Context: an optimization exercise on an open-source flow, tuned for small area. The choices shown serve that exercise and are no tape-out recipe.
Where RTL was checked, it was by simulation tests only, not by an equivalence proof against the original.
Power figures rest on the tool's default switching activity, not on a simulated workload.

the baseline:
// error_correction
module error_correction # (
    parameter puf_sig_length     = 256,
    parameter ipid_N             = 16
)
(
    input                                clk,
    input                                rst_n,
    input        [1:0]                   pcm_instruction,
    input        [puf_sig_length-1:0]    pcm_puf_in,
    input                                pcm_puf_in_valid,
    input        [$clog2(ipid_N)-1:0]    pcm_ipid_number,
    output logic [puf_sig_length-1:0]    pcm_puf_out,
    output logic                         pcm_puf_out_valid,
    output logic                         pcm_S_c  
);
clock: 5.0 ns
lec_check: 0
cap_margin: 20
core_margin: 2
core_utilization: 55
cts_buf_list: sky130_fd_sc_hd__clkbuf_8
cts_cluster_diameter: 50
cts_cluster_size: 16
place_density: 0.65
slew_margin: 20
standard.sh (not shown) runs the stock make flow with config.mk's settings and CLKGATE_MAP_FILE= SYNTH_SCRIPT=/design/flow/synth_recipe.tcl, a recipe that flattens the netlist after the stock synthesis.
==> flow/flow/run.sh <==
#!/bin/bash
set -euo pipefail
here=$(pwd)
{
  echo '# synth_recipe.tcl with the ABC script replaced'
  echo 'proc abc {args} {'
  echo '  set i [lsearch -exact $args -script]'
  echo "  if { \$i >= 0 } { set args [lreplace \$args [expr {\$i + 1}] [expr {\$i + 1}] $here/flow/area.abc] }"
  echo '  yosys abc {*}$args'
  echo '}'
  cat synth_recipe.tcl
} > my_synth.tcl
sed -e "s#SYNTH_SCRIPT=[^ ]*#SYNTH_SCRIPT=$here/my_synth.tcl#" standard.sh > my_standard.sh
grep -q "SYNTH_SCRIPT=$here/my_synth.tcl" my_standard.sh
export BUFFER_PORTS_ARGS="-buffer_cell sky130_fd_sc_hd__buf_1"
bash my_standard.sh > flow_make.log 2>&1
==> flow/flow/area.abc <==
strash
&get -n
&fraig -x
&put
dc2
strash
&get -n
&dch -f
&nf -R 1000 -p
&put
Changes in the candidate relative to the baseline:
--- a/flow/config.mk
+++ b/flow/config.mk
@@ -11,3 +11,3 @@
-export CTS_BUF_LIST = sky130_fd_sc_hd__clkbuf_8
-export CTS_CLUSTER_DIAMETER = 50
-export CTS_CLUSTER_SIZE = 16
+export CTS_BUF_LIST = sky130_fd_sc_hd__clkbuf_16
+export CTS_CLUSTER_DIAMETER = 60
+export CTS_CLUSTER_SIZE = 20
Notes after the runs:
Core occupancy in the finished layout in the candidate is 0.81 points above the baseline.
Min register fraction of the total cell area across the candidate and the baseline: the candidate
In the candidate relative to the baseline, final area had gone up slightly.
Wire length reported by the detailed router essentially unchanged between the candidate and the baseline.
Function was not checked in any run of this note: the RTL went through the layout flow alone.

The RTL this note starts from:
==> flow/design.v <==
module error_correction # (
    parameter puf_sig_length     = 256,
    parameter ipid_N             = 16
)
(
    input                                clk,
    input                                rst_n,
    input        [1:0]                   pcm_instruction,
    input        [puf_sig_length-1:0]    pcm_puf_in,
    input                                pcm_puf_in_valid,
    input        [$clog2(ipid_N)-1:0]    pcm_ipid_number,
    output logic [puf_sig_length-1:0]    pcm_puf_out,
    output logic                         pcm_puf_out_valid,
    output logic                         pcm_S_c  
);
localparam NW = puf_sig_length/16;
localparam NB = 6*NW;
localparam [1:0] IDLE = 2'd0, PROVISION_ID = 2'd1, CORRECT_SIG = 2'd2;
logic [1:0] state_r;
wire correcting = (state_r == CORRECT_SIG);
wire ncorrecting = ~(state_r == CORRECT_SIG);
wire wen = (state_r == PROVISION_ID) && pcm_puf_in_valid;
wire [ipid_N-1:0] rsel, we, nwe;
genvar k, j;
generate
    for (k = 0; k < ipid_N; k++) begin : sel
        assign rsel[k] = (pcm_ipid_number == k);
        assign we[k]   = wen & rsel[k];
        assign nwe[k]  = ~(wen & rsel[k]);
    end
endgenerate
wire [NB-1:0] wchk;
logic [NB-1:0] parity_bits [0:ipid_N-1];
wire  [NB-1:0] parity_next [0:ipid_N-1];
generate
    for (k = 0; k < ipid_N; k++) begin : st
        ec_hold #(.W(NB)) u_hold (.q(parity_bits[k]), .w(wchk), .we(we[k]), .nwe(nwe[k]), .d(parity_next[k]));
        always @(posedge clk) parity_bits[k] <= parity_next[k];
    end
endgenerate
wire [NB-1:0] rd_n;
ec_read #(.W(NB)) u_read (
    .v0(parity_bits[0]), .v1(parity_bits[1]), .v2(parity_bits[2]), .v3(parity_bits[3]),
    .v4(parity_bits[4]), .v5(parity_bits[5]), .v6(parity_bits[6]), .v7(parity_bits[7]),
    .v8(parity_bits[8]), .v9(parity_bits[9]), .v10(parity_bits[10]), .v11(parity_bits[11]),
    .v12(parity_bits[12]), .v13(parity_bits[13]), .v14(parity_bits[14]), .v15(parity_bits[15]),
    .sel(pcm_ipid_number), .y_n(rd_n));
wire [puf_sig_length-1:0] out_next;
generate
    for (j = 0; j < NW; j++) begin : w
        ec_word u_word (.s(pcm_puf_in[16*j +: 16]), .rd_n(rd_n[6*j +: 6]), .en(correcting), .nen(ncorrecting),
                        .q(pcm_puf_out[16*j +: 16]), .wchk(wchk[6*j +: 6]), .q_next(out_next[16*j +: 16]));
    end
endgenerate
always @(posedge clk, negedge rst_n) begin
    if (~rst_n) begin
        state_r <= IDLE;
        pcm_puf_out_valid <= 0;
        pcm_puf_out <= 0;
        pcm_S_c <= 0;
    end
    else begin
        pcm_puf_out <= out_next;
        case (state_r)
            IDLE : begin
                pcm_S_c <= 0;
                pcm_puf_out_valid <= 0;
                if (pcm_instruction == 2'd1) state_r <= PROVISION_ID;
                else if (pcm_instruction == 2'd2) state_r <= CORRECT_SIG;
            end
            PROVISION_ID : begin
                if (pcm_puf_in_valid) begin
                    pcm_S_c <= 1;
                    if (pcm_instruction == 2'd0) begin
                        state_r <= IDLE;
                        pcm_S_c <= 0;
                    end
                end
            end
            CORRECT_SIG : begin
                pcm_puf_out_valid <= 1;
                if (pcm_instruction == 2'd0) state_r <= IDLE;
            end
            default : ;
        endcase
    end
end
endmodule
module ec_hold #(parameter W = 96) (
    input  [W-1:0] q,
    input  [W-1:0] w,
    input          we,
    input          nwe,
    output [W-1:0] d
);
assign d = (q & {W{nwe}}) | (w & {W{we}});
endmodule
module ec_read #(parameter W = 96) (
    input  [W-1:0] v0, v1, v2, v3, v4, v5, v6, v7, v8, v9, v10, v11, v12, v13, v14, v15,
    input  [3:0]   sel,
    output [W-1:0] y_n
);
wire [15:0] dec_n;    
genvar k;
generate
    for (k = 0; k < 16; k++) begin : d
        assign dec_n[k] = ~(sel == k);
    end
endgenerate
assign y_n = ~((v0 | {W{dec_n[0]}}) & (v1 | {W{dec_n[1]}}) & (v2 | {W{dec_n[2]}}) & (v3 | {W{dec_n[3]}}) &
               (v4 | {W{dec_n[4]}}) & (v5 | {W{dec_n[5]}}) & (v6 | {W{dec_n[6]}}) & (v7 | {W{dec_n[7]}}) &
               (v8 | {W{dec_n[8]}}) & (v9 | {W{dec_n[9]}}) & (v10 | {W{dec_n[10]}}) & (v11 | {W{dec_n[11]}}) &
               (v12 | {W{dec_n[12]}}) & (v13 | {W{dec_n[13]}}) & (v14 | {W{dec_n[14]}}) & (v15 | {W{dec_n[15]}}));
endmodule
module ec_word (
    input  [15:0] s,
    input  [5:0]  rd_n,
    input         en,
    input         nen,    
    input  [15:0] q,
    output [5:0]  wchk,
    output [15:0] q_next
);
wire [47:0] x;
wire       par3;    
assign x[15:0] = s;
ec_xor u_x0 (.a(x[13]), .b(x[15]), .y(x[16]));
ec_xor u_x1 (.a(x[10]), .b(x[14]), .y(x[17]));
ec_xor u_x2 (.a(x[9]), .b(x[11]), .y(x[18]));
ec_xor u_x3 (.a(x[12]), .b(x[18]), .y(x[19]));
ec_xor u_x4 (.a(x[1]), .b(x[16]), .y(x[20]));
ec_xor u_x5 (.a(x[0]), .b(x[19]), .y(x[21]));
ec_xor u_x6 (.a(x[17]), .b(x[21]), .y(x[22]));
ec_xor u_x7 (.a(x[5]), .b(x[6]), .y(x[23]));
ec_xor u_x8 (.a(x[3]), .b(x[8]), .y(x[24]));
ec_xor u_x9 (.a(x[4]), .b(x[23]), .y(x[25]));
ec_xor u_x10 (.a(x[7]), .b(x[14]), .y(x[26]));
ec_xor u_x11 (.a(x[3]), .b(x[22]), .y(x[27]));
ec_xor u_x12 (.a(x[4]), .b(x[20]), .y(x[28]));
ec_xor u_x13 (.a(x[9]), .b(x[24]), .y(x[29]));
ec_xor u_x14 (.a(x[2]), .b(x[27]), .y(x[30]));
ec_xor u_x15 (.a(x[2]), .b(x[26]), .y(x[31]));
assign wchk[3] = x[28] ^ x[30];
ec_xor u_x17 (.a(x[15]), .b(x[25]), .y(x[33]));
ec_xor u_x18 (.a(x[16]), .b(x[29]), .y(x[34]));
ec_xor u_x19 (.a(x[0]), .b(x[29]), .y(x[35]));
ec_xor u_x20 (.a(x[6]), .b(x[34]), .y(x[36]));
ec_xor u_x21 (.a(x[8]), .b(x[17]), .y(x[37]));
ec_xor u_x22 (.a(x[5]), .b(x[18]), .y(x[38]));
ec_xor u_x23 (.a(x[7]), .b(x[28]), .y(x[39]));
assign wchk[1] = x[37] ^ x[39];
assign wchk[4] = x[12] ^ x[36];
ec_xor u_x26 (.a(x[31]), .b(x[35]), .y(x[42]));
assign par3 = x[20] ^ x[30];
ec_xor u_x28 (.a(x[1]), .b(x[42]), .y(x[44]));
assign wchk[0] = x[31] ^ x[38];
assign wchk[5] = x[33] ^ x[44];
assign wchk[2] = x[22] ^ x[33];
wire [5:0] syn_n = {wchk[5:4], par3, wchk[2:0]} ^ rd_n;    
ec_dec u_dec (.syn_n(syn_n), .s(s), .q(q), .en(en), .nen(nen), .q_next(q_next));
endmodule
module ec_dec (
    input  [5:0]  syn_n,    
    input  [15:0] s,
    input  [15:0] q,
    input         en,
    input         nen,    
    output [15:0] q_next
);
localparam [6*16-1:0] COL = {
    6'b111110, 6'b101111, 6'b011010, 6'b011100, 6'b001101, 6'b001110, 6'b111101, 6'b110010,
    6'b100011, 6'b110100, 6'b100101, 6'b100110, 6'b111000, 6'b101001, 6'b101010, 6'b101100};
wire [5:0] syn = ~syn_n;
wire [3:0] pa_n, pb_n, pc_n;
genvar i;
generate
    for (i = 0; i < 4; i++) begin : p
        assign pa_n[i] = ~(syn[1:0] == i);
        assign pb_n[i] = ~(syn[3:2] == i);
        assign pc_n[i] = ~(syn[5:4] == i);
    end
    for (i = 0; i < 16; i++) begin : b
        ec_obit u_bit (.s(s[i]), .a_n(pa_n[COL[6*i +: 2]]), .b_n(pb_n[COL[6*i+2 +: 2]]), .c_n(pc_n[COL[6*i+4 +: 2]]),
                       .q(q[i]), .en(en), .nen(nen), .q_next(q_next[i]));
    end
endgenerate
endmodule
module ec_obit (
    input  s,
    input  a_n,
    input  b_n,
    input  c_n,
    input  q,
    input  en,
    input  nen,    
    output q_next
);
wire x = s ^ ~(a_n | b_n | c_n);
assign q_next = (q & nen) | (x & en);
endmodule
module ec_xor (
    input  a,
    input  b,
    output y
);
assign y = a ^ b;
endmodule
export LEC_CHECK = 0
export CAP_MARGIN = 20
export CORE_MARGIN = 2
export CORE_UTILIZATION = 72
export PLACE_DENSITY = 0.8
export SLEW_MARGIN = 20
export SYNTH_HIERARCHICAL = 1
export SYNTH_MINIMUM_KEEP_SIZE = 0
create_clock -name core_clock -period 5.0 [get_ports {clk}]
==> flow/flow/run.sh <==
#!/bin/bash
# The standard layout (standard.sh), with three changes:
#  - synthesis maps the logic with an area-oriented ABC script (flow/area.abc);
#    everything else in synthesis, and so every register, is as in synth_recipe.tcl
#  - the port buffers use the smallest buffer cell
#  - CTS uses small clock buffers and no dummy loads
# Each tool's output is in flow_make.log here and in orfs/logs/.
set -euo pipefail
here=$(pwd)
{
  echo '# synth_recipe.tcl with the ABC script replaced'
  echo 'proc abc {args} {'
  echo '  set i [lsearch -exact $args -script]'
  echo "  if { \$i >= 0 } { set args [lreplace \$args [expr {\$i + 1}] [expr {\$i + 1}] $here/flow/area.abc] }"
  echo '  yosys abc {*}$args'
  echo '}'
  cat synth_recipe.tcl
} > my_synth.tcl
sed -e "s#SYNTH_SCRIPT=[^ ]*#SYNTH_SCRIPT=$here/my_synth.tcl#" standard.sh > my_standard.sh
grep -q "SYNTH_SCRIPT=$here/my_synth.tcl" my_standard.sh
export BUFFER_PORTS_ARGS="-buffer_cell sky130_fd_sc_hd__buf_1"
export CTS_ARGS="-sink_clustering_enable -repair_clock_nets -buf_list sky130_fd_sc_hd__clkbuf_4 -sink_clustering_size 9 -sink_clustering_max_diameter 40 -dont_use_dummy_load"
bash my_standard.sh > flow_make.log 2>&1
Scripts as last shown in full above: flow/flow/area.abc
Then changed:
--- a/flow/flow/run.sh
+++ b/flow/flow/run.sh
@@ -6,0 +7,4 @@
+#  - no setup repair at floorplan (the netlist has no buffers to remove), and global route
+#    downsizes gates that have positive slack (RECOVER_POWER)
+#  - timing-driven global placement does not keep its early buffering (GPL_KEEP_OVERFLOW=0);
+#    the resizer step after placement buffers the nets instead
@@ -22,0 +27,3 @@
+export REMOVE_ABC_BUFFERS=1
+export RECOVER_POWER=100
+export GPL_KEEP_OVERFLOW=0
--- a/flow/config.mk
+++ b/flow/config.mk
@@ -10,2 +10,2 @@
-export CORE_UTILIZATION = 72
-export PLACE_DENSITY = 0.8
+export CORE_UTILIZATION = 65
+export PLACE_DENSITY = 0.75
After rerunning: With this change the flow completed, yet does not pass: max-capacitance violations, max-slew violations, negative setup slack. Total power goes down by 0.73%. Synthesized area does not change. Synthesized cell count stays the same. Cell count stays flat. Via count goes down by 2.0%.
Then changed:
--- a/flow/flow/run.sh
+++ b/flow/flow/run.sh
@@ -7,4 +7 @@
-#  - no setup repair at floorplan (the netlist has no buffers to remove), and global route
-#    downsizes gates that have positive slack (RECOVER_POWER)
-#  - timing-driven global placement does not keep its early buffering (GPL_KEEP_OVERFLOW=0);
-#    the resizer step after placement buffers the nets instead
+#  - no setup repair at floorplan (the netlist has no buffers to remove)
@@ -28,2 +24,0 @@
-export RECOVER_POWER=100
-export GPL_KEEP_OVERFLOW=0
--- a/flow/config.mk
+++ b/flow/config.mk
@@ -11 +11 @@
-export PLACE_DENSITY = 0.75
+export PLACE_DENSITY = 0.9
Outcome: This time the run completed with no timing, DRC or antenna violations. Via count rises by about 2.3%. Non-clock buffer count rises by 129. Sequential share of layout area rises by 0.40 points.
Then changed:
--- a/flow/config.mk
+++ b/flow/config.mk
@@ -11 +11 @@
-export PLACE_DENSITY = 0.9
+export PLACE_DENSITY = 0.75
Outcome: Worst hold slack is worse by 19 ps; count of clock-buffer cells in the layout stays the same; total power goes down by about 0.55%; global-route usage goes up by 0.39 points; worst setup slack is better by 620 ps; wire length goes up by 0.77%.

-- re-timing with driven ports --
The flow's constraints put no driver on any port. The routed layouts listed below were extracted and timed again, unchanged, in two steps.
Step 1 assumes that a clkbuf_16 drives the clock port and a buf_2 every other input.
Step 2 also shifts input and output timing later by t, the mid clock arrival at the registers, as if the neighbouring blocks saw the same clock.
Slacks: ideal / step 1 / step 2; pairs: ideal / step 1.
run | t (ns) | setup WS [ns] | worst setup path after step 2
the baseline | 0.982 | 1.439 / 1.439 / 0.457 | input to register
the candidate | 0.867 | 1.288 / 1.296 / 0.428 | input to register
the first run of note 2 | 1.281 | 1.204 / 1.204 / 0.167 | input to register
the second run of note 2 | 1.294 | -0.008 / -0.008 / -1.082 | input to register
the third run of note 2 | 1.248 | 0.759 / 0.759 / 0.142 | input to register
the fourth run of note 2 | 1.290 | 1.376 / 1.376 / 0.219 | input to register
For the fourth run of note 2, which loses most, drivers alone change the setup slack by 0.000 ns; drivers and shift together by -1.157 ns.
